This is an optimization exercise on Yosys and OpenROAD, whose aim is small area and a short achievable clock period, not a production implementation. In this exercise RTL edits were held to simulation tests only and were not proved equivalent to the original. Power and IR drop assume default switching activity.

===== flow/run.sh =====
#!/bin/bash
# synth_recipe.tcl (not shown) runs the flow's synth.tcl, then flattens the netlist and writes it again
# the make line also repeats each setting of config.mk as NAME=value (left out here)
make -C /OpenROAD-flow-scripts/flow DESIGN_CONFIG=/design/flow/config.mk WORK_HOME=/design/flow/orfs CLKGATE_MAP_FILE= SYNTH_SCRIPT=/design/flow/synth_recipe.tcl finish

===== flow/config.mk =====
export PLATFORM = sky130hd
export DESIGN_NAME = cpu
export DESIGN_NICKNAME = cpu
export VERILOG_FILES = /design/flow/design.v
export SDC_FILE = /design/flow/constraint.sdc
export NUM_CORES = 4
export LEC_CHECK = 0
export CAP_MARGIN = 20
export CORE_MARGIN = 2
export CORE_UTILIZATION = 58
export SETUP_SLACK_MARGIN = 4.5
export SLEW_MARGIN = 20

===== flow/constraint.sdc =====
create_clock -name core_clock -period 8.0 [get_ports {clk}]
set_input_delay 1.6000 -clock core_clock [delete_from_list [all_inputs] [get_ports {clk}]]
set_output_delay 1.6000 -clock core_clock [all_outputs]
set_load 0.01 [all_outputs]

===== flow/design.v =====
module cpu(
    input wire clk,
    input wire reset,
    output wire [31:0] mem_addr,
    output wire [31:0] mem_wdata,
    output wire mem_we,
    input wire [31:0] mem_rdata
);
    reg [31:0] PC, IR, R, B, HI, LO;
    reg ltf, sgn, we, mdf;
    reg [6:0] c;
    reg [4:0] raddr;
    reg [31:0] rf [0:31];
    assign mem_addr = R;
    assign mem_wdata = B;
    assign mem_we = we;
    wire [5:0] op = IR[31:26];
    wire [5:0] fn = IR[5:0];
    wire rt_ = (op == 6'b000000);
    wire i_add  = rt_ & (fn == 6'b100000);
    wire i_sub  = rt_ & (fn == 6'b100010);
    wire i_and  = rt_ & (fn == 6'b100100);
    wire i_slt  = rt_ & (fn == 6'b101010);
    wire i_sll  = rt_ & (fn == 6'b000000);
    wire i_srl  = rt_ & (fn == 6'b000010);
    wire i_sra  = rt_ & (fn == 6'b000011);
    wire i_sllv = rt_ & (fn == 6'b000100);
    wire i_srav = rt_ & (fn == 6'b000111);
    wire i_jr   = rt_ & (fn == 6'b001000);
    wire i_mfhi = rt_ & (fn == 6'b010000);
    wire i_mflo = rt_ & (fn == 6'b010010);
    wire i_brk  = rt_ & (fn == 6'b001101);
    wire i_rte  = rt_ & (fn == 6'b010011);
    wire i_div  = rt_ & (fn == 6'b011010);
    wire i_mult = rt_ & (fn == 6'b011000);
    wire i_addi  = (op == 6'b001000);
    wire i_addiu = (op == 6'b001001);
    wire i_j     = (op == 6'b000010);
    wire i_jal   = (op == 6'b000011);
    wire i_slti  = (op == 6'b001010);
    wire i_beq   = (op == 6'b000100);
    wire i_bne   = (op == 6'b000101);
    wire i_ble   = (op == 6'b000110);
    wire i_bgt   = (op == 6'b000111);
    wire i_lui   = (op == 6'b001111);
    wire i_lw    = (op == 6'b100011);
    wire i_lh    = (op == 6'b100001);
    wire i_lb    = (op == 6'b100000);
    wire i_sw    = (op == 6'b101011);
    wire i_sh    = (op == 6'b101001);
    wire i_sb    = (op == 6'b101000);
    wire g_shift = i_sll | i_srl | i_sra | i_sllv | i_srav;
    wire g_br    = i_beq | i_bne | i_ble | i_bgt;
    wire g_ld    = i_lw | i_lh | i_lb;
    wire g_st    = i_sw | i_sh | i_sb;
    wire g_md    = i_mult | i_div;
    wire g_l7 = i_slt | i_slti | i_jr | i_j | i_rte | i_mfhi | i_mflo | i_lui;
    wire g_l8 = i_add | i_sub | i_and | i_addi | i_addiu | i_jal | g_br;
    wire g_l9 = g_shift;
    wire g_l11 = g_ld | g_st;
    wire g_def = g_l7 | g_l8 | g_l9 | g_l11 | g_md | i_brk;
    wire wb_rd = i_add | i_sub | i_and | i_slt | g_shift | i_mfhi | i_mflo;
    wire wb_rt = i_addi | i_addiu | i_slti | i_lui | g_ld;
    reg last, halt;
    wire [6:0] cn = last ? 7'd0 : halt ? c : c + 7'd1;
    wire n0 = (cn == 7'd0);
    wire n1 = (cn == 7'd1);
    wire n2 = (cn == 7'd2);
    wire n3 = (cn == 7'd3);
    wire n4 = (cn == 7'd4);
    wire n5 = (cn == 7'd5);
    wire n6 = (cn == 7'd6);
    wire n7 = (cn == 7'd7);
    wire n_last = (n5 & ~g_def) | (n6 & g_l7) | (n7 & g_l8) | (cn == 7'd8 & g_l9) |
                  (cn == 7'd10 & g_l11) | (cn == 7'd45 & g_md & ~mdf) |
                  (cn == 7'd69 & g_md & mdf);
    wire n_step = g_md & (cn >= 7'd6) & (cn <= 7'd37);    
    wire n_dl = i_div & (cn == 7'd37);                    
    wire n_dc = i_div & (cn == 7'd38);                    
    reg f_rrd, f_rsum, f_rand, f_rlt, f_rlui, f_rhi, f_rlo, f_rld;
    reg f_rrevB, f_rrevR, f_rbar;
    reg f_brd, f_bsh, f_bsb;
    reg f_pcinc, f_pcbr, f_pcj, f_pcjr, f_pc0;
    reg f_ir, f_xpc, f_xr, f_y4, f_yim, f_yi4, f_yb, f_sub, f_myb, f_msub;
    reg f_mst, f_dst, f_mul, f_div, f_dl, f_dc, f_ltf;
    reg f_shar, f_shv, f_lb, f_lh;
    reg f_beq, f_bne, f_ble, f_bgt;
    reg rf_we;
    reg [4:0] wdst;
    wire mz_n = f_mst ? ~R[0] : (LO[1] ~^ LO[0]);
    wire ms_n = f_mst ? R[0] : (LO[1] & ~LO[0]);
    always @(posedge clk) begin
        if (reset) begin
            c <= 7'd0;
            last <= 1'b0;
            halt <= 1'b0;
            f_rsum <= 1'b1;
            f_xpc <= 1'b1;
            f_rrd <= 1'b0; f_rand <= 1'b0; f_rlt <= 1'b0; f_rlui <= 1'b0;
            f_rlo <= 1'b0; f_rld <= 1'b0; f_rrevB <= 1'b0; f_rrevR <= 1'b0; f_rbar <= 1'b0;
            f_pcinc <= 1'b0; f_pcbr <= 1'b0; f_pcj <= 1'b0; f_pcjr <= 1'b0; f_pc0 <= 1'b0;
            f_xr <= 1'b0; f_myb <= 1'b0; f_msub <= 1'b0; f_rhi <= 1'b0;
            f_y4 <= 1'b0; f_yim <= 1'b0; f_yi4 <= 1'b0; f_yb <= 1'b0; f_sub <= 1'b0;
            f_mst <= 1'b0; f_dst <= 1'b0; f_mul <= 1'b0; f_div <= 1'b0; f_dl <= 1'b0; f_dc <= 1'b0;
            rf_we <= 1'b0;
            we <= 1'b0;
        end else begin
            c <= cn;
            last <= n_last;
            halt <= n5 & i_brk;
            we <= last & g_st;
            f_rrd <= n3;
            f_rsum <= n0 | (n5 & (i_add | i_sub | i_addi | i_addiu | g_ld | g_st | g_br |
                                  i_jal | i_srl | i_sra));
            f_rhi <= n5 & i_mfhi;
            f_rand <= n5 & i_and;
            f_rlt <= n5 & (i_slt | i_slti);
            f_rlui <= n5 & i_lui;
            f_rlo <= n5 & i_mflo;
            f_rrevB <= n5 & i_sll;
            f_rrevR <= (n5 & i_sllv) | (n7 & (i_sll | i_sllv));
            f_rbar <= n6 & g_shift;
            f_rld <= n7 & g_ld;
            f_pcinc <= n1;
            f_pcbr <= n6 & g_br;
            f_pcj <= n5 & (i_j | i_jal);
            f_pcjr <= n5 & i_jr;
            f_pc0 <= n5 & i_rte;
            f_xpc <= n0 | n1 | (n5 & (i_addiu | i_jal)) | (n6 & g_br);
            f_xr <= n5 & (i_add | i_sub | i_and | i_slt | i_slti | i_addi | g_ld | g_st | g_br);
            f_y4 <= n1;
            f_yim <= n5 & (i_addi | i_slti | g_ld | g_st);
            f_yi4 <= (n5 & i_addiu) | (n6 & g_br);
            f_yb <= n5 & (i_add | i_sub | i_slt | g_br | i_srl | i_sra);
            f_sub <= n5 & (i_sub | i_slt | i_slti | g_br);
            f_myb <= n_step & (i_div | ~mz_n);
            f_msub <= n_step & i_mult & ms_n;
            f_mst <= n5 & i_mult;
            f_dst <= n5 & i_div;
            f_mul <= n_step & i_mult;
            f_div <= n_step & i_div & ~n_dl;
            f_dl <= n_dl;
            f_dc <= n_dc;
            rf_we <= n_last & (wb_rd | wb_rt | i_jal);
        end
    end
    always @(posedge clk) begin
        f_brd <= n4;
        f_bsh <= n7 & i_sh;
        f_bsb <= n7 & i_sb;
        f_ir <= n2;
        f_ltf <= n5;
        f_shar <= i_sra | i_srav;
        f_shv <= i_sllv | i_srav;
        f_lb <= i_lb;
        f_lh <= i_lh;
        f_beq <= i_beq;
        f_bne <= i_bne;
        f_ble <= i_ble;
        f_bgt <= i_bgt;
        wdst <= i_jal ? 5'd30 : (wb_rd ? IR[15:11] : IR[20:16]);
        if (c == 7'd2) raddr <= mem_rdata[25:21];
        else raddr <= IR[20:16];
    end
    wire [31:0] rdata = rf[raddr];
    wire [31:0] rf_wd = reset ? 32'd0 : R;
    integer k;
    always @(posedge clk) begin
        for (k = 0; k < 32; k = k + 1)
            if (reset | (rf_we & (wdst == k))) rf[k] <= rf_wd;
    end
    wire [31:0] simm = {{16{IR[15]}}, IR[15:0]};
    wire [31:0] simm4 = {simm[29:0], 2'b00};
    wire [31:0] X = ({32{f_xpc}} & PC) | ({32{f_xr}} & R);
    wire [31:0] Yv = ({32{f_y4}} & 32'd4) | ({32{f_yim}} & simm) |
                     ({32{f_yi4}} & simm4) | ({32{f_yb}} & B);
    wire [31:0] sum = X + (Yv ^ {32{f_sub}}) + {31'd0, f_sub};
    wire lt = (X[31] ^ Yv[31]) ? X[31] : sum[31];
    wire myb = f_myb | (f_dc & sgn);
    wire msub = f_msub | ((f_div | f_dl) & ~sgn);
    wire [31:0] msum = HI + ((B & {32{myb}}) ^ {32{msub}}) + {31'd0, msub};
    wire [4:0] sh_amt = f_shv ? B[4:0] : IR[10:6];
    wire [31:0] sh_res = $signed({f_shar & R[31], R}) >>> sh_amt;
    reg [31:0] revR, revB;
    integer j;
    always @(*)
        for (j = 0; j < 32; j = j + 1) begin
            revR[j] = R[31-j];
            revB[j] = B[31-j];
        end
    wire eq = (R == 32'd0);
    wire take = (f_beq & eq) | (f_bne & ~eq) | (f_ble & (ltf | eq)) | (f_bgt & ~(ltf | eq));
    wire [31:0] ldata = f_lb ? {24'd0, mem_rdata[7:0]} :
                        f_lh ? {16'd0, mem_rdata[15:0]} : mem_rdata;
    wire pc_sum = f_pcinc | (f_pcbr & take);
    wire pc_en = pc_sum | f_pcj | f_pcjr | f_pc0;
    wire [31:0] pc_nx = ({32{pc_sum}} & sum) |
                        ({32{f_pcj}} & {PC[31:28], IR[20:16], IR[25:21], IR[15:0], 2'b00}) |
                        ({32{f_pcjr}} & R);
    wire r_en = f_rrd | f_rsum | f_rand | f_rlt | f_rlui | f_rhi | f_rlo | f_rld |
                f_rrevB | f_rrevR | f_rbar;
    wire [31:0] r_nx = ({32{f_rrd}} & rdata) | ({32{f_rsum}} & sum) |
                       ({32{f_rand}} & (R & B)) | ({32{f_rlt}} & {31'd0, lt}) |
                       ({32{f_rlui}} & {IR[15:0], 16'd0}) | ({32{f_rhi}} & HI) | ({32{f_rlo}} & LO) |
                       ({32{f_rld}} & ldata) | ({32{f_rrevB}} & revB) |
                       ({32{f_rrevR}} & revR) | ({32{f_rbar}} & sh_res);
    always @(posedge clk) begin
        if (reset) begin
            PC <= 32'd0;
            R <= 32'd0;
            mdf <= 1'b0;
            HI <= 32'd0;
            LO <= 32'd0;
        end else begin
            if (last & g_md) mdf <= 1'b1;
            if (pc_en) PC <= pc_nx;
            if (r_en) R <= r_nx;
            if (f_mst) begin
                HI <= 32'd0;
                LO <= R;
            end else if (f_dst) begin
                HI <= {31'd0, R[31]};
                LO <= R;
            end else if (f_mul) begin
                HI <= {msum[31], msum[31:1]};
                LO <= {msum[0], LO[31:1]};
            end else if (f_div) begin
                HI <= {msum[30:0], LO[30]};
                LO <= {LO[30:0], ~msum[31]};
            end else if (f_dl) begin
                HI <= msum;
                LO <= {LO[30:0], ~msum[31]};
            end else if (f_dc) begin
                HI <= msum;
            end
        end
    end
    always @(posedge clk) begin
        if (f_ir) IR <= mem_rdata;
        if (f_ltf) ltf <= lt;
        if (f_dst) sgn <= 1'b0;
        else if (f_div | f_dl) sgn <= msum[31];
        if (f_brd) B <= rdata;
        else if (f_bsh) B <= {mem_rdata[31:16], B[15:0]};
        else if (f_bsb) B <= {mem_rdata[31:8], B[7:0]};
    end
endmodule

==> reports/metrics.csv, run 1 <==
stage,metric,value,unit
worst_setup_path,endpoint required time on the critical path,8.61,ns
clocking,worst-skew pair later-pin latency,0.77,ns
placement,number of placed instances with taps included,5409,
global_route,overall routing resource usage,43.6,%
floorplan,std cell rows,113,
sta,"Hold Vio Cnt, Final",0,
clocking,library cell used as clock root buffer,clkbuf_16,
sta,maximum clock frequency,0.260,GHz
cells_and_area,nets,4589,
detailed_routing,total via count after detailed routing,43071,
cells_and_area,share of layout cells above drive strength 1,19.3,%
synthesis,summed instance area of the synthesized netlist,56000,sq um
sta,worst-margin pin slew,1.19,ns
synthesis,top area cells in the synthesized netlist,"edfxtp_1, dfxtp_1, a22o_1, a221oi_1, nand2_1",
floorplan,Die Outline Area,99000,sq um
floorplan,die outline width,315,um
worst_setup_path,Critical Path Start Type,flip-flop,
sta,final clock skew,0.0298,ns
clocking,Inserted Clock Buffers,133,
worst_setup_path,Crit path largest cell delay,0.35,ns
synthesis,flip-flop and latch count after synthesis,1283,
cells_and_area,signed area change from the synthesized netlist to the final layout,18.2,%
clocking,number of sinks driven by the clock tree,1283,
detailed_routing,residual antenna-violating net count after detailed routing,0,
synthesis,number of enable flip-flop cells after synthesis,1089,
synthesis,number of standard cells after synthesis,4247,
status,status,no timing/DRC/antenna violations,
clocking,clk slew on worst S/H paths,0.06,ns
worst_setup_path,crit path max fanout,8,
worst_setup_path,nature of the critical path endpoint,flip-flop,
power_and_ir_drop,leakage component of the power,23.6,nW
floorplan,die extent in y,315,um
synthesis,number of library cell types mapped by synthesis,91,
placement,PortBufs,98,
power_and_ir_drop,peak supply drop,218,uV
sta,Final Slew Violations,0,
global_route,antenna violations before repair,6,
global_route,via count of the first global-routing pass,39820,
detailed_routing,DR iter-0 viols,8349,
worst_setup_path,kind of critical path,reg2reg,
power_and_ir_drop,final total power,0.0160,W
sta,"Min Clock Period, post-route",3.84,ns
worst_setup_path,worst-path cell chain,"buf_12, or2_4, buf_12, a21o_4, buf_12, xnor2_1, ha_2, a21o_1, a21o_1, a21oi_1, o211ai_1, buf_4, o22ai_4, buf_6, buf_4, a2111oi_2, a311oi_2, nand2_1, o31ai_1, a21oi_1",
worst_setup_path,most numerous cell on the critical path,buf_12,
sta,final setup TNS,0,ns
floorplan,Core Region,95300,sq um
synthesis,post-synthesis sequential area ratio,65.4,%
floorplan,initial standard-cell utilization of the core,58.7,%
synthesis,share of synthesized flip-flops with an asynchronous set or reset,0,%
detailed_routing,routed wire length per instance,37.3,um
detailed_routing,iteration count of the initial detailed-routing pass,13,
synthesis,most used flip-flop cell after synthesis,edfxtp_1,
synthesis,Yosys warning total,2,
floorplan,number of ports placed on the die boundary,99,
clocking,Max H-tree Level,4,
cells_and_area,final standard cell utilization of the core,69.4,%
detailed_routing,DRT Wirelength,219,mm
global_route,grt total ovfl,0,
global_route,first-pass GRT wire length,303,mm
power_and_ir_drop,Power Dens Cells,241,nW/um^2
clocking,clock tree from TritonCTS,done,
detailed_routing,Vias/cell,7.35,
synthesis,most repeated cell in the gate-level netlist after synthesis,edfxtp_1,
min_path,hold crit path type,reg2reg,
synthesis,Synthesized Nets,4346,
synthesis,"top cells by count, synth","edfxtp_1, nand2_1, a22o_1, clkbuf_1, a221oi_1",
sta,ratio of final minimum period to clock period,48.0,%
worst_setup_path,"Slowest-stage cell, CP",dfxtp_4,
synthesis,Synth area leader,edfxtp_1,
worst_setup_path,arrival time of data at the critical path endpoint,4.45,ns
clocking,maximum buffer depth of the clock tree,3,
cells_and_area,final cell count without fillers,5859,
sta,Finish-stage setup viols,0,
sta,RSZ-0062 raised after global routing,true,
detailed_routing,remaining design rule violation count,0,
sta,tightest slew margin relative to the limit,20.2,%
synthesis,top-area cell type share of the netlist area,58.4,%
placement,detailed placer's ending HPWL,121,mm
clocking,cts-stage hold buffer count,0,
global_route,largest net degree at the start of global routing,104,
placement,placer congestion estimate,1.00,
run,Max Cap Violations,0,
cells_and_area,Layout fillers,6732,
synthesis,per-instance average area after synthesis,13.2,sq um
==> metrics by stage <==
stage / setup WS, ns / hold slack (ns) / cell area, sq um
floorplan: 4.30 / 0.413 / 56100
global placement: 2.91 / 0.418 / 58800
detailed placement: 2.87 / 0.423 / 58800
CTS: 4.22 / 0.432 / 65100
global route: 4.00 / 0.440 / 66100
finish: 4.16 / 0.435 / 66200
==> cells in the final DEF, fill, tap and decap left out, types with 20 or more instances in the layout <==
cell | Yosys | routed
a21o_1 | 43 | 42
edfxtp_1 | 1089 | 1089
a21oi_2 | 2 | 23
buf_4 | 14 | 295
mux2i_1 | 97 | 94
nor3_1 | 36 | 34
nor2b_1 | 52 | 21
clkbuf_1 | 219 | 32
nand2_1 | 353 | 331
a221oi_1 | 210 | 200
xnor2_1 | 91 | 75
nor2_4 | 0 | 31
clkbuf_16 | 0 | 139
nand2_2 | 3 | 23
nor2b_4 | 0 | 20
a222oi_1 | 67 | 67
nand4_1 | 114 | 114
a22o_1 | 219 | 219
buf_6 | 1 | 24
mux2_2 | 38 | 38
o211ai_1 | 46 | 46
nor2_1 | 181 | 146
nand3_1 | 137 | 135
dfxtp_1 | 194 | 159
a21oi_1 | 195 | 171
a22oi_1 | 153 | 151
o32a_1 | 29 | 25
nor4_1 | 23 | 22
clkdlybuf4s50_1 | 0 | 85
inv_1 | 40 | 37
dfxtp_4 | 0 | 30
ha_1 | 63 | 50
a211oi_1 | 40 | 30
clkinv_2 | 0 | 20
o21ai_0 | 105 | 75
==> state kept, by name, indices dropped and copies added (netlist names), 5 cells and up <==
signal  count
rf       1024
B          32
HI         32
IR         32
LO         32
PC         32
R          32
c           7
raddr       5
wdst        5
==> cell type report <==
class	count	area [sq um]	area share [%]
clock buffers	174	3640	5.50
inverters	40	150	0.227
well taps	1265	1580	2.39
clock inverters	62	661	0.999
diodes	3	7.51	0.0113
repair buffers	435	3850	5.83
multi-input cells	2597	19600	29.6
flip-flops and latches	1283	36700	55.5
==> critical path: cells and delay by family (launching register included) <==
family	cells	cell delay, ns
XOR/XNOR	1	0.17
AO/OA/AOI/OAI	10	1.71
AND/OR/NAND/NOR	2	0.34
flip-flops	1	0.35
adder cells (fa/ha/maj)	1	0.31
buffers and inverters	6	0.82
==> routing by layer <==
metal,vias to the layer above,track usage (%),wire (um)
li1,17470,-,-
met1,21229,55.7,75300
met2,3511,66.7,97600
met3,853,11.3,28800
met4,8,27.2,16800
met5,-,0,79
==> kinds of logic after synthesis <==
| kind of cell | after synthesis | synth area share (%) |
|---|---|---|
| compound gates | 1276 | 17.4 |
| fa+ha+maj | 65 | 1.48 |
| flops | 1283 | 65.4 |
| mux | 137 | 2.55 |
| buf+inv | 368 | 2.70 |
| xor+xnor | 123 | 1.98 |
| simple gates | 995 | 8.50 |
==> report_power, final <==
group / switching [W] / internal, W
registers: 0.000243 / 0.00777
clock network: 0.00267 / 0.00350
logic: 0.00129 / 0.000492
==> repair_timing <==
| action | CTS | global route |
|---|---|---|
| pin swaps | 122 | 69 |
| gates cloned | 5 | 0 |
| hold endpoints to repair | 0 | 0 |
| gates resized for setup | 213 | 106 |
| endpoints found under the setup margin | 199 | 86 |
| setup buffers | 144 | 61 |
==> final timing paths <==
kind              startpoint      to  slack, ns  cells after the start
hold reg to reg        f_ltf     ltf       0.43                      0
setup / recovery       f_div  HI[29]       4.16                     20
setup reg to reg       f_div  HI[29]       4.16                     20
hold / removal         f_ltf     ltf       0.43                      0
==> run 2: changes to the inputs <==
--- a/flow/design.v
+++ b/flow/design.v
@@ -8,5 +8,5 @@
 );
     reg [31:0] PC, IR, R, B, HI, LO;
-    reg ltf, sgn, we, mdf;
+    reg ltf, we, mdf;
     reg [6:0] c;
     reg [4:0] raddr;
@@ -62,4 +62,8 @@
     wire wb_rd = i_add | i_sub | i_and | i_slt | g_shift | i_mfhi | i_mflo;
     wire wb_rt = i_addi | i_addiu | i_slti | i_lui | g_ld;
+    wire [31:0] msum;
+    wire [31:0] simm = {{16{IR[15]}}, IR[15:0]};
+    wire [31:0] simm4 = {simm[29:0], 2'b00};
+    wire [31:0] rdata;
     reg last, halt;
     wire [6:0] cn = last ? 7'd0 : halt ? c : c + 7'd1;
@@ -82,5 +86,6 @@
     reg f_brd, f_bsh, f_bsb;
     reg f_pcinc, f_pcbr, f_pcj, f_pcjr, f_pc0;
-    reg f_ir, f_xpc, f_xr, f_y4, f_yim, f_yi4, f_yb, f_sub, f_myb, f_msub;
+    reg f_ir, f_xpc, f_xr, f_sub, f_myb, f_msub;
+    reg [31:0] Yr;    
     reg f_mst, f_dst, f_mul, f_div, f_dl, f_dc, f_ltf;
     reg f_shar, f_shv, f_lb, f_lh;
@@ -101,5 +106,6 @@
             f_pcinc <= 1'b0; f_pcbr <= 1'b0; f_pcj <= 1'b0; f_pcjr <= 1'b0; f_pc0 <= 1'b0;
             f_xr <= 1'b0; f_myb <= 1'b0; f_msub <= 1'b0; f_rhi <= 1'b0;
-            f_y4 <= 1'b0; f_yim <= 1'b0; f_yi4 <= 1'b0; f_yb <= 1'b0; f_sub <= 1'b0;
+            f_sub <= 1'b0;
+            Yr <= 32'd0;
             f_mst <= 1'b0; f_dst <= 1'b0; f_mul <= 1'b0; f_div <= 1'b0; f_dl <= 1'b0; f_dc <= 1'b0;
             rf_we <= 1'b0;
@@ -129,11 +135,12 @@
             f_xpc <= n0 | n1 | (n5 & (i_addiu | i_jal)) | (n6 & g_br);
             f_xr <= n5 & (i_add | i_sub | i_and | i_slt | i_slti | i_addi | g_ld | g_st | g_br);
-            f_y4 <= n1;
-            f_yim <= n5 & (i_addi | i_slti | g_ld | g_st);
-            f_yi4 <= (n5 & i_addiu) | (n6 & g_br);
-            f_yb <= n5 & (i_add | i_sub | i_slt | g_br | i_srl | i_sra);
             f_sub <= n5 & (i_sub | i_slt | i_slti | g_br);
-            f_myb <= n_step & (i_div | ~mz_n);
-            f_msub <= n_step & i_mult & ms_n;
+            Yr <= ({32{n1}} & 32'd4) |
+                  ({32{n5 & (i_addi | i_slti | g_ld | g_st)}} & (simm ^ {32{i_slti}})) |
+                  ({32{(n5 & i_addiu) | (n6 & g_br)}} & simm4) |
+                  ({32{n5 & (i_add | i_sub | i_slt | g_br | i_srl | i_sra)}} &
+                   (rdata ^ {32{i_sub | i_slt | g_br}}));
+            f_myb <= (n_step & (i_div | ~mz_n)) | (n_dc & msum[31]);
+            f_msub <= n_step & ((i_mult & ms_n) | (i_div & (n6 | ~msum[31])));
             f_mst <= n5 & i_mult;
             f_dst <= n5 & i_div;
@@ -163,5 +170,5 @@
         else raddr <= IR[20:16];
     end
-    wire [31:0] rdata = rf[raddr];
+    assign rdata = rf[raddr];
     wire [31:0] rf_wd = reset ? 32'd0 : R;
     integer k;
@@ -170,14 +177,8 @@
             if (reset | (rf_we & (wdst == k))) rf[k] <= rf_wd;
     end
-    wire [31:0] simm = {{16{IR[15]}}, IR[15:0]};
-    wire [31:0] simm4 = {simm[29:0], 2'b00};
     wire [31:0] X = ({32{f_xpc}} & PC) | ({32{f_xr}} & R);
-    wire [31:0] Yv = ({32{f_y4}} & 32'd4) | ({32{f_yim}} & simm) |
-                     ({32{f_yi4}} & simm4) | ({32{f_yb}} & B);
-    wire [31:0] sum = X + (Yv ^ {32{f_sub}}) + {31'd0, f_sub};
-    wire lt = (X[31] ^ Yv[31]) ? X[31] : sum[31];
-    wire myb = f_myb | (f_dc & sgn);
-    wire msub = f_msub | ((f_div | f_dl) & ~sgn);
-    wire [31:0] msum = HI + ((B & {32{myb}}) ^ {32{msub}}) + {31'd0, msub};
+    wire [31:0] sum = X + Yr + {31'd0, f_sub};
+    wire lt = (X[31] ^ Yr[31] ^ f_sub) ? X[31] : sum[31];
+    assign msum = HI + ((B & {32{f_myb}}) ^ {32{f_msub}}) + {31'd0, f_msub};
     wire [4:0] sh_amt = f_shv ? B[4:0] : IR[10:6];
     wire [31:0] sh_res = $signed({f_shar & R[31], R}) >>> sh_amt;
@@ -239,6 +240,4 @@
         if (f_ir) IR <= mem_rdata;
         if (f_ltf) ltf <= lt;
-        if (f_dst) sgn <= 1'b0;
-        else if (f_div | f_dl) sgn <= msum[31];
         if (f_brd) B <= rdata;
         else if (f_bsh) B <= {mem_rdata[31:16], B[15:0]};
--- a/flow/config.mk
+++ b/flow/config.mk
@@ -9,4 +9,5 @@
 export CORE_MARGIN = 2
 export CORE_UTILIZATION = 58
+export CTS_BUF_LIST = sky130_fd_sc_hd__clkbuf_8
 export SETUP_SLACK_MARGIN = 4.5
 export SLEW_MARGIN = 20
==> run 2 against run 1 <==
  * Still clean
  * Critical path depth shrank 6
  * Largest power group unchanged
  * Non-clock buffer count shrank 50
  * Total power is essentially flat
  * Count of clock-buffer cells in the layout grew 41
  * Utilization shrank 0.95 points
  * Flip-flop and latch count grew 28
  * Sequential share of layout area grew 0.73 points
  * Combinational power grew 17%
==> reports/metrics.csv, run 2 <==
stage,metric,value,unit
detailed_routing,routed wire length per instance,37.5,um
clocking,Inserted Clock Buffers,204,
min_path,hold crit path type,reg2reg,
cells_and_area,share of layout cells above drive strength 1,18.6,%
synthesis,Compound-Gate Fraction of Synth Area,17.2,%
synthesis,multiplexer fraction of the synthesized cell area,2.93,%
clocking,worst-skew pair later-pin latency,0.96,ns
placement,Placement Cell Area,59600,sq um
clocking,maximum buffer depth of the clock tree,3,
sta,"Hold Vio Cnt, Final",0,
synthesis,Yosys warning total,2,
sta,tightest slew margin relative to the limit,22.4,%
placement,detailed placer's ending HPWL,126,mm
worst_setup_path,crit path max fanout,6,
cells_and_area,area of all placed cells without fillers,66200,sq um
synthesis,per-instance average area after synthesis,13.2,sq um
global_route,largest net degree at the start of global routing,66,
sta,final clock skew,0.0766,ns
synthesis,post-synthesis share of cell area spent on xor and xnor gates,2.18,%
clocking,cts-stage hold buffer count,0,
synthesis,post-synthesis sequential area ratio,65.5,%
cells_and_area,nets,4653,
floorplan,initial standard-cell utilization of the core,58.6,%
detailed_routing,DR iter-0 viols,7979,
placement,placer congestion estimate,1.02,
sta,RSZ-0062 raised after global routing,true,
worst_setup_path,Crit path largest cell delay,0.42,ns
synthesis,share of synthesized flip-flops with an asynchronous set or reset,0,%
detailed_routing,iteration count of the initial detailed-routing pass,12,
sta,maximum clock frequency,0.275,GHz
clocking,clock tree from TritonCTS,done,
cells_and_area,register ranked first by flip-flop count,rf,
floorplan,die outline width,317,um
global_route,M2 GR Usage,67.5,%
sta,Final Slew Violations,0,
clocking,number of sinks driven by the clock tree,1311,
synthesis,flip-flop and latch count after synthesis,1311,
power_and_ir_drop,Power Dens Cells,241,nW/um^2
worst_setup_path,nature of the critical path endpoint,flip-flop,
detailed_routing,total via count after detailed routing,43676,
global_route,GR Layer Usage met1,55.2,%
clocking,clk slew on worst S/H paths,0.06,ns
worst_setup_path,"Slowest-stage cell, CP",a2111oi_2,
run,Max Cap Violations,0,
worst_setup_path,most numerous cell on the critical path,buf_12,
worst_setup_path,arrival time of data at the critical path endpoint,4.43,ns
synthesis,top-area cell type share of the netlist area,57.7,%
global_route,Global Route met3 Usage,13.7,%
global_route,global routing's busiest layer,met2,
floorplan,Die Outline Area,100000,sq um
synthesis,summed instance area of the synthesized netlist,56700,sq um
synthesis,Synth area leader,edfxtp_1,
worst_setup_path,kind of critical path,reg2reg,
synthesis,Post-Synth Adder-Cell Area,1.51,%
cells_and_area,"commonest non-fill, non-tap cells in the layout","edfxtp_1, nand2_1, buf_4, clkbuf_8, a22oi_1",
cells_and_area,"most common cell after layout, fill and taps aside",edfxtp_1,
worst_setup_path,worst-path cell chain,"buf_12, buf_12, a22o_1, ha_1, a2111oi_2, o21ai_2, a311o_1, a221oi_4, buf_12, o21ai_4, a211o_1, o32ai_2, nand2_1, a211oi_2",
cells_and_area,signed area change from the synthesized netlist to the final layout,16.8,%
synthesis,largest family of logic cells by synthesized area,compound AO/OA/AOI/OAI gates,
global_route,grt total ovfl,0,
global_route,first-pass GRT wire length,310,mm
sta,worst-margin pin slew,1.16,ns
synthesis,"top cells by count, synth","edfxtp_1, nand2_1, clkbuf_1",
sta,ratio of final minimum period to clock period,45.4,%
worst_setup_path,Critical Path Start Type,flip-flop,
sta,final setup TNS,0,ns
synthesis,top area cells in the synthesized netlist,"edfxtp_1, dfxtp_1, a221oi_1, a22o_1, a22oi_1",
clocking,Max H-tree Level,4,
worst_setup_path,endpoint required time on the critical path,8.80,ns
detailed_routing,residual antenna-violating net count after detailed routing,0,
floorplan,Core Region,96700,sq um
detailed_routing,remaining design rule violation count,0,
global_route,via count of the first global-routing pass,41087,
detailed_routing,DRT Wirelength,225,mm
sta,"Min Clock Period, post-route",3.63,ns
floorplan,die extent in y,317,um
cells_and_area,number of flip-flops in the largest register,1024,
floorplan,std cell rows,114,
placement,PortBufs,98,
clocking,library cell used as clock root buffer,clkbuf_8,
synthesis,most repeated cell in the gate-level netlist after synthesis,edfxtp_1,
cells_and_area,Layout fillers,7032,
synthesis,number of standard cells after synthesis,4291,
synthesis,number of library cell types mapped by synthesis,90,
sta,Finish-stage setup viols,0,
synthesis,simple logic cell fraction of the synthesized area,8.00,%
power_and_ir_drop,peak supply drop,188,uV
power_and_ir_drop,leakage component of the power,23.7,nW
synthesis,Synthesized Nets,4391,
global_route,antenna violations before repair,10,
global_route,overall routing resource usage,44.5,%
floorplan,number of ports placed on the die boundary,99,
status,status,no timing/DRC/antenna violations,
synthesis,most used flip-flop cell after synthesis,edfxtp_1,
synthesis,number of enable flip-flop cells after synthesis,1089,
detailed_routing,Vias/cell,7.26,
## run 2: changes by cell type after synthesis, moves of 16 or more
cell,delta
a22o_1,-33
a22oi_1,+61
buf_2,+16
buf_1,-26
nand3_1,-34
clkbuf_1,+22
nor2_1,+32
mux2i_1,+26
a21oi_1,+20
a221oi_1,-24
dfxtp_1,+28
xnor2_1,+26
nand2_1,-57
## run 2: cell families (layout without fill, tap and decap cells)
| logic type | count (synthesis) | in the layout |
|---|---|---|
| AO/OA/AOI/OAI | 1290 | 1290 |
| XOR/XNOR | 141 | 141 |
| adder cells (fa/ha/maj) | 67 | 67 |
| buffers and inverters | 372 | 810 |
| flip-flops | 1311 | 1311 |
| multiplexers | 161 | 161 |
| other | 0 | 7 |
| AND/OR/NAND/NOR | 949 | 949 |
## run 2: path summary, 6_finish.rpt
kind         startpoint    end  slack, ns  cells past startpoint
max                f_xr  R[28]       4.37                     14
min               f_ltf    ltf       0.44                      0
max reg2reg        f_xr  R[28]       4.37                     14
min reg2reg       f_ltf    ltf       0.44                      0
## run 2: cell type report
class | instances | area (sq um) | area share [%]
sequential | 1311 | 37200 | 56.2
multi-input combinational | 2608 | 19500 | 29.5
timing repair buffer | 385 | 3590 | 5.42
clock buffer | 215 | 2960 | 4.47
tap | 1276 | 1600 | 2.41
clock inverter | 167 | 1150 | 1.73
inverter | 43 | 161 | 0.244
antenna | 7 | 17.5 | 0.0265
## run 2: where the power goes
group | switching (W) | total (W) | internal [W]
clock | 0.00282 | 0.00568 | 0.00286
sequential | 0.000247 | 0.00818 | 0.00793
combinational | 0.00151 | 0.00208 | 0.000572
total | 0.00457 | 0.0159 | 0.0114
## run 2: metrics by stage
step	worst slack [ns]	instances	hold slack, ns	power [W]	utilization (%)
2_1_floorplan	4.09	4291	0.413	0.00913	-
3_3_place_gp	3.35	5474	0.415	0.0101	61.7
3_5_place_dp	3.38	5474	0.418	0.0101	61.7
4_1_cts	4.32	5952	0.432	0.0158	67.2
5_1_grt	4.23	6008	0.447	0.0163	68.5
6_report	4.37	6012	0.437	0.0159	68.5
## run 2: routing by layer
layer	up-vias	wire, um
met1	21496	76900
met4	10	18700
met5	-	61
li1	17730	-
met2	3570	99800
met3	870	29700
## run 2: what timing repair did
action,4_1_cts,5_1_grt
cloned,1,1
endpoints found under the setup margin,191,85
endpoints found under the hold margin,0,0
pin swaps,37,76
resized for setup,192,135
buffers inserted,95,52
## run 2: critical path: cells and delay by family (launching register included)
kind | cells | cell delay, ns
AOI/OAI and AO/OA | 9 | 2.30
buffers and inverters | 3 | 0.41
adders and majority gates | 1 | 0.36
DFF | 1 | 0.35
and+or+nand+nor | 1 | 0.12
==> run 3: changes to the inputs <==
--- a/flow/config.mk
+++ b/flow/config.mk
@@ -10,4 +10,6 @@
 export CORE_UTILIZATION = 58
 export CTS_BUF_LIST = sky130_fd_sc_hd__clkbuf_8
-export SETUP_SLACK_MARGIN = 4.5
+export CTS_CLUSTER_DIAMETER = 50
+export CTS_CLUSTER_SIZE = 16
+export SETUP_SLACK_MARGIN = 4.2
 export SLEW_MARGIN = 20
==> run 3 against run 2 <==
  * Combinational power decreased by 6%
  * Sequential share of layout area increased by 2.7 points
  * Total power decreased by 8.2%
  * Final area decreased by 4.8%
  * Clock power decreased by 21%
  * Highest routed layer unchanged
==> reports/metrics.csv, run 3 <==
stage,metric,value,unit
status,status,no timing/DRC/antenna violations,
clocking,worst-skew pair later-pin latency,0.90,ns
cells_and_area,Layout fillers,7175,
detailed_routing,iteration count of the initial detailed-routing pass,8,
worst_setup_path,kind of critical path,reg2out,
detailed_routing,total via count after detailed routing,42293,
worst_setup_path,crit path max fanout,10,
sta,RSZ-0062 raised after global routing,true,
clocking,clk slew on worst S/H paths,0.08,ns
floorplan,die extent in y,317,um
synthesis,Yosys warning total,2,
cells_and_area,final cell count without fillers,5732,
cells_and_area,"commonest non-fill, non-tap cells in the layout","edfxtp_1, nand2_1, a22oi_1, a21oi_1, dfxtp_1",
detailed_routing,DR iter-0 viols,7239,
synthesis,flip-flop and latch count after synthesis,1311,
sta,"Min Clock Period, post-route",3.78,ns
global_route,via count of the first global-routing pass,38915,
run,Max Cap Violations,0,
power_and_ir_drop,leakage component of the power,21.8,nW
synthesis,Synth area leader,edfxtp_1,
detailed_routing,residual antenna-violating net count after detailed routing,0,
cells_and_area,area of combinational cells with multiple inputs,19000,sq um
placement,number of placed instances with taps included,5471,
clocking,Max H-tree Level,4,
placement,PortBufs,98,
detailed_routing,DRT Wirelength,218,mm
placement,detailed placer's ending HPWL,125,mm
floorplan,Die Outline Area,100000,sq um
worst_setup_path,Critical Path Start Type,flip-flop,
floorplan,die outline width,317,um
cells_and_area,register ranked first by flip-flop count,rf,
synthesis,most repeated cell in the gate-level netlist after synthesis,edfxtp_1,
sta,maximum clock frequency,0.264,GHz
synthesis,"top cells by count, synth","edfxtp_1, nand2_1, clkbuf_1",
clocking,clock tree from TritonCTS,done,
cells_and_area,footprint of the flip-flops and latches,37200,sq um
worst_setup_path,arrival time of data at the critical path endpoint,2.18,ns
detailed_routing,remaining design rule violation count,0,
clocking,Inserted Clock Buffers,131,
synthesis,per-instance average area after synthesis,13.2,sq um
cells_and_area,number of flip-flops in the largest register,1024,
sta,Final Slew Violations,0,
sta,tightest slew margin relative to the limit,21.2,%
global_route,antenna violations before repair,10,
synthesis,post-synthesis sequential area ratio,65.5,%
clocking,library cell used as clock root buffer,clkbuf_8,
synthesis,summed instance area of the synthesized netlist,56700,sq um
global_route,grt total ovfl,0,
synthesis,number of enable flip-flop cells after synthesis,1089,
worst_setup_path,reg2reg start,raddr[1],
cells_and_area,share of layout cells above drive strength 1,13.5,%
min_path,hold crit path type,reg2reg,
power_and_ir_drop,Power Dens Cells,232,nW/um^2
worst_setup_path,nature of the critical path endpoint,primary output,
cells_and_area,nets,4465,
floorplan,Core Region,96700,sq um
synthesis,share of synthesized flip-flops with an asynchronous set or reset,0,%
sta,final setup TNS,0,ns
global_route,largest net degree at the start of global routing,100,
sta,worst-margin pin slew,1.18,ns
floorplan,number of ports placed on the die boundary,99,
detailed_routing,Vias/cell,7.38,
cells_and_area,"most common cell after layout, fill and taps aside",edfxtp_1,
synthesis,number of library cell types mapped by synthesis,90,
floorplan,initial standard-cell utilization of the core,58.6,%
min_path,Hold Crit Start,f_ltf,
min_path,depth of the worst hold-timing path,0,
synthesis,most used flip-flop cell after synthesis,edfxtp_1,
global_route,first-pass GRT wire length,298,mm
detailed_routing,routed wire length per instance,38.0,um
floorplan,std cell rows,114,
placement,placer congestion estimate,0.981,
clocking,number of sinks driven by the clock tree,1311,
worst_setup_path,r2r worst-path depth,11,
power_and_ir_drop,peak supply drop,182,uV
worst_setup_path,endpoint required time on the critical path,6.40,ns
global_route,overall routing resource usage,42.9,%
sta,Finish-stage setup viols,0,
synthesis,number of standard cells after synthesis,4291,
clocking,cts-stage hold buffer count,0,
synthesis,top area cells in the synthesized netlist,"edfxtp_1, dfxtp_1, a221oi_1, a22o_1, a22oi_1",
sta,final clock skew,0.0558,ns
clocking,maximum buffer depth of the clock tree,3,
synthesis,top-area cell type share of the netlist area,57.7,%
sta,"Hold Vio Cnt, Final",0,
sta,ratio of final minimum period to clock period,47.3,%
synthesis,Synthesized Nets,4391,
worst_setup_path,origin of the worst setup path,R[12],
cells_and_area,signed area change from the synthesized netlist to the final layout,11.3,%
run 3: cell counts after synthesis:
Identical to the previous run, type by type.
run 3: where the power goes:
| group | total (W) | internal (W) | switching (W) | leakage (nW) |
|---|---|---|---|---|
| registers | 0.00818 | 0.00792 | 0.000261 | 12.9 |
| logic | 0.00196 | 0.000523 | 0.00143 | 7.49 |
| clock network | 0.00451 | 0.00201 | 0.00250 | 1.37 |
| total | 0.0146 | 0.0105 | 0.00419 | 21.8 |
run 3: logic make-up after synthesis:
family          Yosys count  share of synthesized area [%]
compound gates         1290                           17.2
flops                  1311                           65.5
buf+inv                 372                           2.66
simple gates            949                           8.00
mux                     161                           2.93
fa+ha+maj                67                           1.51
xor+xnor                141                           2.18
run 3: worst paths after layout:
kind	end	slack, ns
max	mem_addr[12]	4.22
min	ltf	0.44
max reg2reg	Yr[31]	4.26
min reg2reg	ltf	0.44
run 3: what timing repair did:
item | in CTS | in global routing
resized for setup | 32 | 45
cloned | 0 | 1
setup endpoints to repair | 100 | 71
setup buffers | 14 | 22
pin swaps | 7 | 24
run 3: final cells by class:
cell class	count	share of cell area, %
well taps	1276	2.53
clock inverters	78	1.26
flip-flops and latches	1311	59.0
inverters	43	0.256
multi-input cells	2608	30.1
clock buffers	140	3.06
diodes	6	0.0238
repair buffers	270	3.85
run 3: critical path, cell delays in order (launching register included):
cell	delay, ns
dfxtp_1	0.36
buf_4	0.35
clkdlybuf4s50_1	0.61
run 3: metal layers:
| metal | vias up | wire length (um) | global-route usage (%) | share of wire (%) |
|---|---|---|---|---|
| li1 | 17249 | - | - | - |
| met1 | 20883 | 75400 | 54.1 | 35 |
| met2 | 3387 | 98000 | 66.7 | 45 |
| met3 | 772 | 27700 | 11.0 | 13 |
| met4 | 2 | 16600 | 26.8 | 7.6 |
| met5 | - | 18 | 0 | 0.0083 |
run 3: stage by stage:
stage / total power, W / hold WS (ns) / utilization [%] / area (sq um) / setup slack [ns]
after global placement: 0.0101 / 0.421 / 61.6 / 59600 / 3.59
final: 0.0146 / 0.441 / 65.2 / 63100 / 4.22
after detailed placement: 0.0101 / 0.423 / 61.7 / 59600 / 3.57
after CTS: 0.0145 / 0.456 / 64.7 / 62600 / 4.21
after global routing: 0.0149 / 0.447 / 65.2 / 63100 / 4.18
after floorplan: 0.00913 / 0.413 / - / 56700 / 4.09
==> run 4: changes to the inputs <==
--- a/flow/design.v
+++ b/flow/design.v
@@ -84,11 +84,8 @@
     reg f_rrd, f_rsum, f_rand, f_rlt, f_rlui, f_rhi, f_rlo, f_rld;
     reg f_rrevB, f_rrevR, f_rbar;
-    reg f_brd, f_bsh, f_bsb;
     reg f_pcinc, f_pcbr, f_pcj, f_pcjr, f_pc0;
-    reg f_ir, f_xpc, f_xr, f_sub, f_myb, f_msub;
+    reg f_xpc, f_xr, f_sub, f_myb, f_msub;
     reg [31:0] Yr;    
-    reg f_mst, f_dst, f_mul, f_div, f_dl, f_dc, f_ltf;
-    reg f_shar, f_shv, f_lb, f_lh;
-    reg f_beq, f_bne, f_ble, f_bgt;
+    reg f_mst, f_dst, f_mul, f_div, f_dl, f_dc;
     reg rf_we;
     reg [4:0] wdst;
@@ -153,17 +150,4 @@
     end
     always @(posedge clk) begin
-        f_brd <= n4;
-        f_bsh <= n7 & i_sh;
-        f_bsb <= n7 & i_sb;
-        f_ir <= n2;
-        f_ltf <= n5;
-        f_shar <= i_sra | i_srav;
-        f_shv <= i_sllv | i_srav;
-        f_lb <= i_lb;
-        f_lh <= i_lh;
-        f_beq <= i_beq;
-        f_bne <= i_bne;
-        f_ble <= i_ble;
-        f_bgt <= i_bgt;
         wdst <= i_jal ? 5'd30 : (wb_rd ? IR[15:11] : IR[20:16]);
         if (c == 7'd2) raddr <= mem_rdata[25:21];
@@ -181,6 +165,6 @@
     wire lt = (X[31] ^ Yr[31] ^ f_sub) ? X[31] : sum[31];
     assign msum = HI + ((B & {32{f_myb}}) ^ {32{f_msub}}) + {31'd0, f_msub};
-    wire [4:0] sh_amt = f_shv ? B[4:0] : IR[10:6];
-    wire [31:0] sh_res = $signed({f_shar & R[31], R}) >>> sh_amt;
+    wire [4:0] sh_amt = IR[2] ? B[4:0] : IR[10:6];    
+    wire [31:0] sh_res = $signed({IR[0] & R[31], R}) >>> sh_amt;   
     reg [31:0] revR, revB;
     integer j;
@@ -191,7 +175,7 @@
         end
     wire eq = (R == 32'd0);
-    wire take = (f_beq & eq) | (f_bne & ~eq) | (f_ble & (ltf | eq)) | (f_bgt & ~(ltf | eq));
-    wire [31:0] ldata = f_lb ? {24'd0, mem_rdata[7:0]} :
-                        f_lh ? {16'd0, mem_rdata[15:0]} : mem_rdata;
+    wire take = IR[26] ^ (IR[27] ? (ltf | eq) : eq);
+    wire [31:0] ldata = {mem_rdata[31:16] & {16{IR[27]}}, mem_rdata[15:8] & {8{IR[26]}},
+                         mem_rdata[7:0]};
     wire pc_sum = f_pcinc | (f_pcbr & take);
     wire pc_en = pc_sum | f_pcj | f_pcjr | f_pc0;
@@ -238,9 +222,9 @@
     end
     always @(posedge clk) begin
-        if (f_ir) IR <= mem_rdata;
-        if (f_ltf) ltf <= lt;
-        if (f_brd) B <= rdata;
-        else if (f_bsh) B <= {mem_rdata[31:16], B[15:0]};
-        else if (f_bsb) B <= {mem_rdata[31:8], B[7:0]};
+        if (c == 7'd2) IR <= mem_rdata;
+        if (c == 7'd5) ltf <= lt;
+        if (c == 7'd4) B <= rdata;
+        else if (c == 7'd7 & i_sh) B <= {mem_rdata[31:16], B[15:0]};
+        else if (c == 7'd7 & i_sb) B <= {mem_rdata[31:8], B[7:0]};
     end
 endmodule
--- a/flow/config.mk
+++ b/flow/config.mk
@@ -12,4 +12,4 @@
 export CTS_CLUSTER_DIAMETER = 50
 export CTS_CLUSTER_SIZE = 16
-export SETUP_SLACK_MARGIN = 4.2
+export SETUP_SLACK_MARGIN = 4.5
 export SLEW_MARGIN = 20
==> run 4 against run 3 <==
  * Still clean on timing, DRC and antenna
  * Register-to-register slack better by 0.14 ns
  * Non-clock buffer count increased by 154
  * Worst hold slack better by 0.019 ns
  * Combinational power increased by 17%
  * Sequential share of layout area decreased by 2.8 points
  * Highest routed layer unchanged
==> reports/metrics.csv, run 4 <==
stage,metric,value,unit
detailed_routing,remaining design rule violation count,0,
synthesis,most used flip-flop cell after synthesis,edfxtp_1,
global_route,via count of the first global-routing pass,41703,
min_path,depth of the worst hold-timing path,2,
global_route,M2 GR Usage,67.6,%
clocking,cts-stage hold buffer count,0,
sta,"Hold Vio Cnt, Final",0,
floorplan,initial standard-cell utilization of the core,58.4,%
synthesis,number of library cell types mapped by synthesis,95,
cells_and_area,"most common cell after layout, fill and taps aside",edfxtp_1,
cells_and_area,Layout fillers,7200,
cells_and_area,number of flip-flops in the largest register,1024,
clocking,maximum buffer depth of the clock tree,3,
status,status,no timing/DRC/antenna violations,
floorplan,number of ports placed on the die boundary,99,
worst_setup_path,worst reg-to-reg setup slack,4.40,ns
detailed_routing,total via count after detailed routing,45119,
cells_and_area,nets,4867,
floorplan,Core Region,98100,sq um
clocking,number of sinks driven by the clock tree,1298,
sta,Final Slew Violations,0,
clocking,Max H-tree Level,4,
power_and_ir_drop,NetSw,0.00437,W
synthesis,number of enable flip-flop cells after synthesis,1089,
global_route,first-pass GRT wire length,320,mm
placement,Post-Place Worst Slack,3.86,ns
clocking,clock tree from TritonCTS,done,
global_route,grt total ovfl,0,
cells_and_area,final standard cell utilization of the core,67.1,%
sta,ratio of final minimum period to clock period,45.0,%
synthesis,top area cells in the synthesized netlist,"edfxtp_1, dfxtp_1, a22oi_1, nand2_1, a21oi_1",
sta,Finish-stage setup viols,0,
cells_and_area,area of all placed cells without fillers,65900,sq um
global_route,largest net degree at the start of global routing,70,
cells_and_area,register ranked first by flip-flop count,rf,
synthesis,post-synthesis sequential area ratio,64.4,%
floorplan,std cell rows,115,
power_and_ir_drop,peak supply drop,190,uV
detailed_routing,Vias/cell,7.34,
synthesis,"top cells by count, synth","edfxtp_1, a22oi_1, nand2_1",
run,Max Cap Violations,0,
min_path,hold crit path type,reg2reg,
sta,maximum clock frequency,0.278,GHz
detailed_routing,iteration count of the initial detailed-routing pass,10,
detailed_routing,DRT Wirelength,232,mm
power_and_ir_drop,Power Dens Cells,227,nW/um^2
worst_setup_path,capture instance of the worst register-to-register path,R[30],
synthesis,number of standard cells after synthesis,4541,
sta,RSZ-0062 raised after global routing,true,
sta,worst-margin pin slew,1.02,ns
clocking,library cell used as clock root buffer,clkbuf_8,
clocking,clk slew on worst S/H paths,0.09,ns
clocking,worst-skew pair later-pin latency,0.91,ns
power_and_ir_drop,sequential share of power,53.9,%
synthesis,Synth area leader,edfxtp_1,
worst_setup_path,reg2reg start,raddr[3],
clocking,Inserted Clock Buffers,130,
worst_setup_path,origin of the worst setup path,raddr[3],
worst_setup_path,kind of critical path,reg2reg,
global_route,antenna violations before repair,11,
cells_and_area,share of layout cells above drive strength 1,17.8,%
global_route,global routing's busiest layer,met2,
worst_setup_path,arrival time of data at the critical path endpoint,4.30,ns
detailed_routing,routed wire length per instance,37.8,um
global_route,GR Layer Usage met1,56.3,%
worst_setup_path,nature of the critical path endpoint,flip-flop,
floorplan,die extent in y,318,um
sta,tightest slew margin relative to the limit,31.5,%
sta,final clock skew,0.0727,ns
synthesis,per-instance average area after synthesis,12.6,sq um
cells_and_area,"commonest non-fill, non-tap cells in the layout","edfxtp_1, a22oi_1, nand2_1, buf_4, a21oi_1",
worst_setup_path,r2r worst-path depth,11,
sta,final setup TNS,0,ns
cells_and_area,signed area change from the synthesized netlist to the final layout,14.9,%
synthesis,top-area cell type share of the netlist area,57.1,%
power_and_ir_drop,leakage component of the power,23.6,nW
detailed_routing,residual antenna-violating net count after detailed routing,0,
synthesis,flip-flop and latch count after synthesis,1298,
power_and_ir_drop,Comb power frac,15.3,%
placement,Placement Cell Area,60300,sq um
worst_setup_path,capture point of the worst path,R[30],
detailed_routing,DR iter-0 viols,8437,
placement,detailed placer's ending HPWL,131,mm
sta,Hold Worst Slack,0.460,ns
synthesis,most repeated cell in the gate-level netlist after synthesis,edfxtp_1,
synthesis,Synthesized Nets,4643,
placement,PortBufs,98,
synthesis,share of synthesized flip-flops with an asynchronous set or reset,0,%
synthesis,Yosys warning total,2,
placement,placer congestion estimate,1.01,
worst_setup_path,crit path max fanout,18,
global_route,overall routing resource usage,45.0,%
power_and_ir_drop,fraction of power spent switching nets,29.3,%
worst_setup_path,Critical Path Start Type,flip-flop,
sta,"Min Clock Period, post-route",3.60,ns
floorplan,die outline width,318,um
global_route,Global Route met3 Usage,12.3,%
floorplan,Die Outline Area,101000,sq um
power_and_ir_drop,internal power summed over all cells,0.0106,W
sta,setup slack of the critical path after layout,4.40,ns
worst_setup_path,endpoint required time on the critical path,8.70,ns
power_and_ir_drop,Clk network pwr share,30.7,%
synthesis,summed instance area of the synthesized netlist,57300,sq um
-- run 4: metrics by stage --
stage | instances | power (W)
3_5_place_dp | 5745 | 0.0101
4_1_cts | 6081 | 0.0147
2_1_floorplan | 4541 | 0.00903
5_1_grt | 6136 | 0.0152
3_3_place_gp | 5743 | 0.0101
6_report | 6146 | 0.0149
-- run 4: cell families after synthesis --
kind of cell             Yosys count  share of synthesized area (%)
multiplexers                     155                           3.25
XOR/XNOR                         130                           1.99
AND/OR/NAND/NOR                 1216                           9.94
buffers and inverters            379                           2.75
AO/OA/AOI/OAI                   1293                           16.2
flip-flops                      1298                           64.4
adder cells (fa/ha/maj)           70                           1.56
-- run 4: worst min-delay path by stage --
stage          slack (ns)  startpoint     to
6_report             0.46       PC[6]  PC[6]
3_3_place_gp         0.44       PC[5]  PC[5]
4_1_cts              0.46       PC[4]  PC[4]
3_5_place_dp         0.45       PC[5]  PC[5]
5_1_grt              0.48       PC[3]  PC[3]
2_1_floorplan        0.44       PC[2]  PC[2]
-- run 4: final cells by class --
class                   count  area [sq um]  share of cell area, %
well taps                1287          1610                   2.44
clock buffers             133          1830                   2.78
multi-input cells        2866         20400                   30.9
clock inverters            82           936                   1.42
repair buffers            424          3950                   5.99
flip-flops and latches   1298         37000                   56.2
inverters                  45           169                  0.256
diodes                     11          27.5                 0.0418
-- run 4: power groups by stage --
| stage | Sequential, W | Combinational (W) | Clock [W] |
|---|---|---|---|
| 2_1_floorplan | 0.00811 | 0.000926 | 0 |
| 3_3_place_gp | 0.00823 | 0.00187 | 0 |
| 3_5_place_dp | 0.00824 | 0.00189 | 0 |
| 4_1_cts | 0.00804 | 0.00209 | 0.00458 |
| 5_1_grt | 0.00807 | 0.00229 | 0.00482 |
| 6_report | 0.00805 | 0.00229 | 0.00459 |
-- run 4: repair_timing --
action | in CTS | in global routing
resized for setup | 221 | 110
endpoints found under the setup margin | 182 | 86
setup buffers | 117 | 50
pin swaps | 39 | 49
gates cloned | 4 | 4
-- run 4: worst max-delay path, stage by stage, from the launching register on --
cell	delay, ns
dfxtp_2	0.54
or3b_4	0.29
nor2_4	0.06
buf_4	0.24
buf_4	0.32
a22oi_1	0.27
nand2_1	0.11
nor4_1	0.27
a31oi_1	0.13
buf_4	0.20
a211oi_1	0.77
a211oi_1	0.17
-- run 4: routing by layer --
metal	routed length, um	share of wire [%]
met1	78100	34
met4	20400	8.8
met2	102000	44
met5	39	0.017
met3	31500	14
==> run 5: changes to the inputs <==
--- a/flow/config.mk
+++ b/flow/config.mk
@@ -12,4 +12,4 @@
 export CTS_CLUSTER_DIAMETER = 50
 export CTS_CLUSTER_SIZE = 16
-export SETUP_SLACK_MARGIN = 4.5
+export SETUP_SLACK_MARGIN = 4.2
 export SLEW_MARGIN = 20
==> run 5 against run 4 <==
  * Clock skew is 0.0079 ns lower
  * Count of clock-buffer cells in the layout increased by 1
  * Critical path depth shrank 10
  * Cell count shrank 2.3%
  * Die area is the same
  * Highest routed layer unchanged
  * Worst hold slack lost 0.0030 ns
  * Utilization down 2.0 points
  * Clock power fell by 2%
==> reports/metrics.csv, run 5 <==
stage,metric,value,unit
status,status,no timing/DRC/antenna violations,
global_route,largest net degree at the start of global routing,136,
power_and_ir_drop,peak supply drop,209,uV
detailed_routing,iteration count of the initial detailed-routing pass,11,
cells_and_area,register ranked first by flip-flop count,rf,
floorplan,initial standard-cell utilization of the core,58.4,%
worst_setup_path,worst-path cell chain,clkdlybuf4s50_1,
synthesis,most used flip-flop cell after synthesis,edfxtp_1,
run,Max Cap Violations,0,
clocking,library cell used as clock root buffer,clkbuf_8,
synthesis,per-instance average area after synthesis,12.6,sq um
sta,ratio of final minimum period to clock period,47.7,%
worst_setup_path,nature of the critical path endpoint,primary output,
worst_setup_path,Buf/Inv on CP,1,
clocking,clk slew on worst S/H paths,0.07,ns
worst_setup_path,worst reg-to-reg setup slack,4.23,ns
sta,Final Slew Violations,0,
synthesis,"top cells by count, synth","edfxtp_1, a22oi_1, nand2_1",
synthesis,number of standard cells after synthesis,4541,
sta,tightest slew margin relative to the limit,18.7,%
cells_and_area,signed area change from the synthesized netlist to the final layout,11.4,%
clocking,clock tree from TritonCTS,done,
synthesis,top area cells in the synthesized netlist,"edfxtp_1, dfxtp_1, a22oi_1, nand2_1, a21oi_1",
min_path,Hold Path Sink,PC[2],
floorplan,die extent in y,318,um
cells_and_area,final standard cell utilization of the core,65.1,%
detailed_routing,routed wire length per instance,37.6,um
synthesis,number of enable flip-flop cells after synthesis,1089,
detailed_routing,total met3 wirelength after detailed routing,29.6,mm
floorplan,Core Region,98100,sq um
power_and_ir_drop,Power Dens Cells,230,nW/um^2
synthesis,flip-flop and latch count after synthesis,1298,
cells_and_area,area of combinational cells with multiple inputs,19800,sq um
cells_and_area,"most common cell after layout, fill and taps aside",edfxtp_1,
clocking,Max H-tree Level,4,
synthesis,number of library cell types mapped by synthesis,95,
global_route,overall routing resource usage,43.9,%
synthesis,share of synthesized flip-flops with an asynchronous set or reset,0,%
clocking,worst-skew pair later-pin latency,0.90,ns
detailed_routing,top layer reached by signal wires,met5,
sta,Hold Worst Slack,0.457,ns
global_route,grt total ovfl,0,
synthesis,most repeated cell in the gate-level netlist after synthesis,edfxtp_1,
worst_setup_path,arrival time of data at the critical path endpoint,2.22,ns
clocking,maximum buffer depth of the clock tree,3,
cells_and_area,number of flip-flops in the largest register,1024,
cells_and_area,"commonest non-fill, non-tap cells in the layout","edfxtp_1, a22oi_1, nand2_1, a21oi_1, nor2_1",
sta,maximum clock frequency,0.262,GHz
cells_and_area,nets,4735,
worst_setup_path,Crit path largest cell delay,0.72,ns
detailed_routing,Vias/cell,7.34,
sta,"Min Clock Period, post-route",3.82,ns
sta,"Hold Vio Cnt, Final",0,
min_path,hold crit path type,reg2reg,
worst_setup_path,"Slowest-stage cell, CP",dfxtp_2,
worst_setup_path,crit path max fanout,13,
sta,Finish-stage setup viols,0,
global_route,antenna violations before repair,8,
cells_and_area,share of layout cells above drive strength 1,13.8,%
synthesis,top-area cell type share of the netlist area,57.1,%
min_path,depth of the worst hold-timing path,2,
clocking,number of sinks driven by the clock tree,1298,
detailed_routing,total via count after detailed routing,44069,
synthesis,Synth area leader,edfxtp_1,
synthesis,Synthesized Nets,4643,
global_route,first-pass GRT wire length,313,mm
cells_and_area,footprint of the flip-flops and latches,36900,sq um
cells_and_area,Layout fillers,7421,
detailed_routing,routed length on met1,78.2,mm
detailed_routing,wire length on met2,99.6,mm
cells_and_area,final cell count without fillers,6006,
sta,RSZ-0062 raised after global routing,true,
global_route,via count of the first global-routing pass,41067,
synthesis,Yosys warning total,2,
detailed_routing,DR iter-0 viols,7885,
min_path,Hold Crit Start,PC[2],
sta,final setup TNS,0,ns
worst_setup_path,Critical Path Start Type,flip-flop,
floorplan,std cell rows,115,
detailed_routing,remaining design rule violation count,0,
floorplan,die outline width,318,um
sta,worst-margin pin slew,1.22,ns
sta,final clock skew,0.0648,ns
power_and_ir_drop,final total power,0.0147,W
placement,number of placed instances with taps included,5740,
placement,PortBufs,98,
worst_setup_path,endpoint required time on the critical path,6.40,ns
worst_setup_path,reg2reg start,B[0],
worst_setup_path,r2r worst-path depth,12,
clocking,cts-stage hold buffer count,0,
clocking,Inserted Clock Buffers,130,
floorplan,Die Outline Area,101000,sq um
worst_setup_path,Crit path max-delay family,flip-flops,
power_and_ir_drop,leakage component of the power,22.7,nW
detailed_routing,residual antenna-violating net count after detailed routing,0,
detailed_routing,DRT Wirelength,226,mm
synthesis,summed instance area of the synthesized netlist,57300,sq um
floorplan,number of ports placed on the die boundary,99,
synthesis,post-synthesis sequential area ratio,64.4,%
placement,placer congestion estimate,1.02,
placement,detailed placer's ending HPWL,132,mm
worst_setup_path,capture instance of the worst register-to-register path,HI[30],
worst_setup_path,kind of critical path,reg2out,
-- run 5: cell counts after synthesis --
No cell type changed its count.
-- run 5: worst max-delay path by stage --
stage | start | end | slack [ns] | cells after the start
final | R[27] | mem_addr[27] | 4.18 | 1
after global routing | f_myb | HI[28] | 4.11 | 13
after CTS | R[17] | mem_addr[17] | 4.20 | 1
after detailed placement | raddr[1] | Yr[14] | 3.83 | 10
after global placement | raddr[1] | Yr[14] | 3.86 | 10
after floorplan | reset | rf[21][0] | 4.13 | 5
-- run 5: timing repair --
action                                  CTS  global route
buffers inserted                         25            21
resized for setup                        47            55
endpoints found under the hold margin     0             0
pin swaps                                12            17
endpoints found under the setup margin   89            62
gates cloned                              0             2
-- run 5: area by class of cell --
class,count,share of cell area (%)
multi-input combinational,2864,31.0
tap,1287,2.52
timing repair buffer,294,4.09
antenna,3,0.0118
inverter,45,0.265
clock buffer,134,2.89
sequential,1298,57.8
clock inverter,81,1.37
-- run 5: where the power goes --
group | switching [W] | total (W) | internal, W
Sequential | 0.000271 | 0.00811 | 0.00784
Combinational | 0.00151 | 0.00206 | 0.000550
Clock | 0.00250 | 0.00452 | 0.00202
Total | 0.00428 | 0.0147 | 0.0104
-- run 5: tightest hold or removal path, cell delays in order (launching register included) --
cell and delay, ns:
dfxtp_1 0.31, nand2_1 0.05, a21oi_1 0.05
-- run 5: per-layer routing --
| metal | vias to the layer above | global-route usage [%] |
|---|---|---|
| met4 | 2 | 29.3 |
| li1 | 17937 | - |
| met1 | 21515 | 56.5 |
| met5 | - | 0 |
| met2 | 3728 | 66.7 |
| met3 | 887 | 10.6 |
-- run 5: cells by family after synthesis --
| group | share of synthesized area [%] |
|---|---|
| AOI/OAI and AO/OA | 16.2 |
| xor gates and xnor gates | 1.99 |
| adders and majority gates | 1.56 |
| DFF | 64.4 |
| buffers and inverters | 2.75 |
| and+or+nand+nor | 9.94 |
| muxes | 3.25 |
-- run 5: metrics by stage --
step | area, sq um | worst slack [ns]
CTS | 63400 | 4.20
global placement | 60300 | 3.86
floorplan | 57400 | 4.13
detailed placement | 60300 | 3.83
global route | 63900 | 4.11
finish | 63900 | 4.18

[static timing again, ports no longer ideal]
In the flow no input, the clock included, has a driving cell. The finished layouts below were timed again as built, in two steps. Step 1 sets driving cells, clkbuf_16 on the clock port and buf_2 on the other inputs (assumed; they add their load-dependent delay and slew). Step 2 times the ports against the registers' clock, not the clock port: input delays grow and output delays shrink by t, the midpoint of the rising clock arrivals with the driver on. a / b / c = ideal / step 1 / step 2; a / b = the first two.
run | t, ns | setup WS [ns] | hold slack, ns | pins driven straight from the clock port
run 1 | 0.828 | 4.160 / 4.160 / 3.641 | 0.435 / 0.435 / 0.435 | 1
run 2 | 0.988 | 4.367 / 4.367 / 3.649 | 0.437 / 0.437 / 0.437 | 1
run 3 | 0.942 | 4.219 / 4.150 / 3.697 | 0.441 / 0.441 / 0.441 | 1
run 4 | 0.948 | 4.398 / 4.384 / 3.901 | 0.460 / 0.460 / 0.460 | 1
run 5 | 0.940 | 4.183 / 4.109 / 3.780 | 0.457 / 0.457 / 0.457 | 1
After both steps setup and hold are still met in every run listed. For run 2, which loses most, drivers alone change the setup slack by 0.000 ns; drivers and shift together by -0.718 ns.
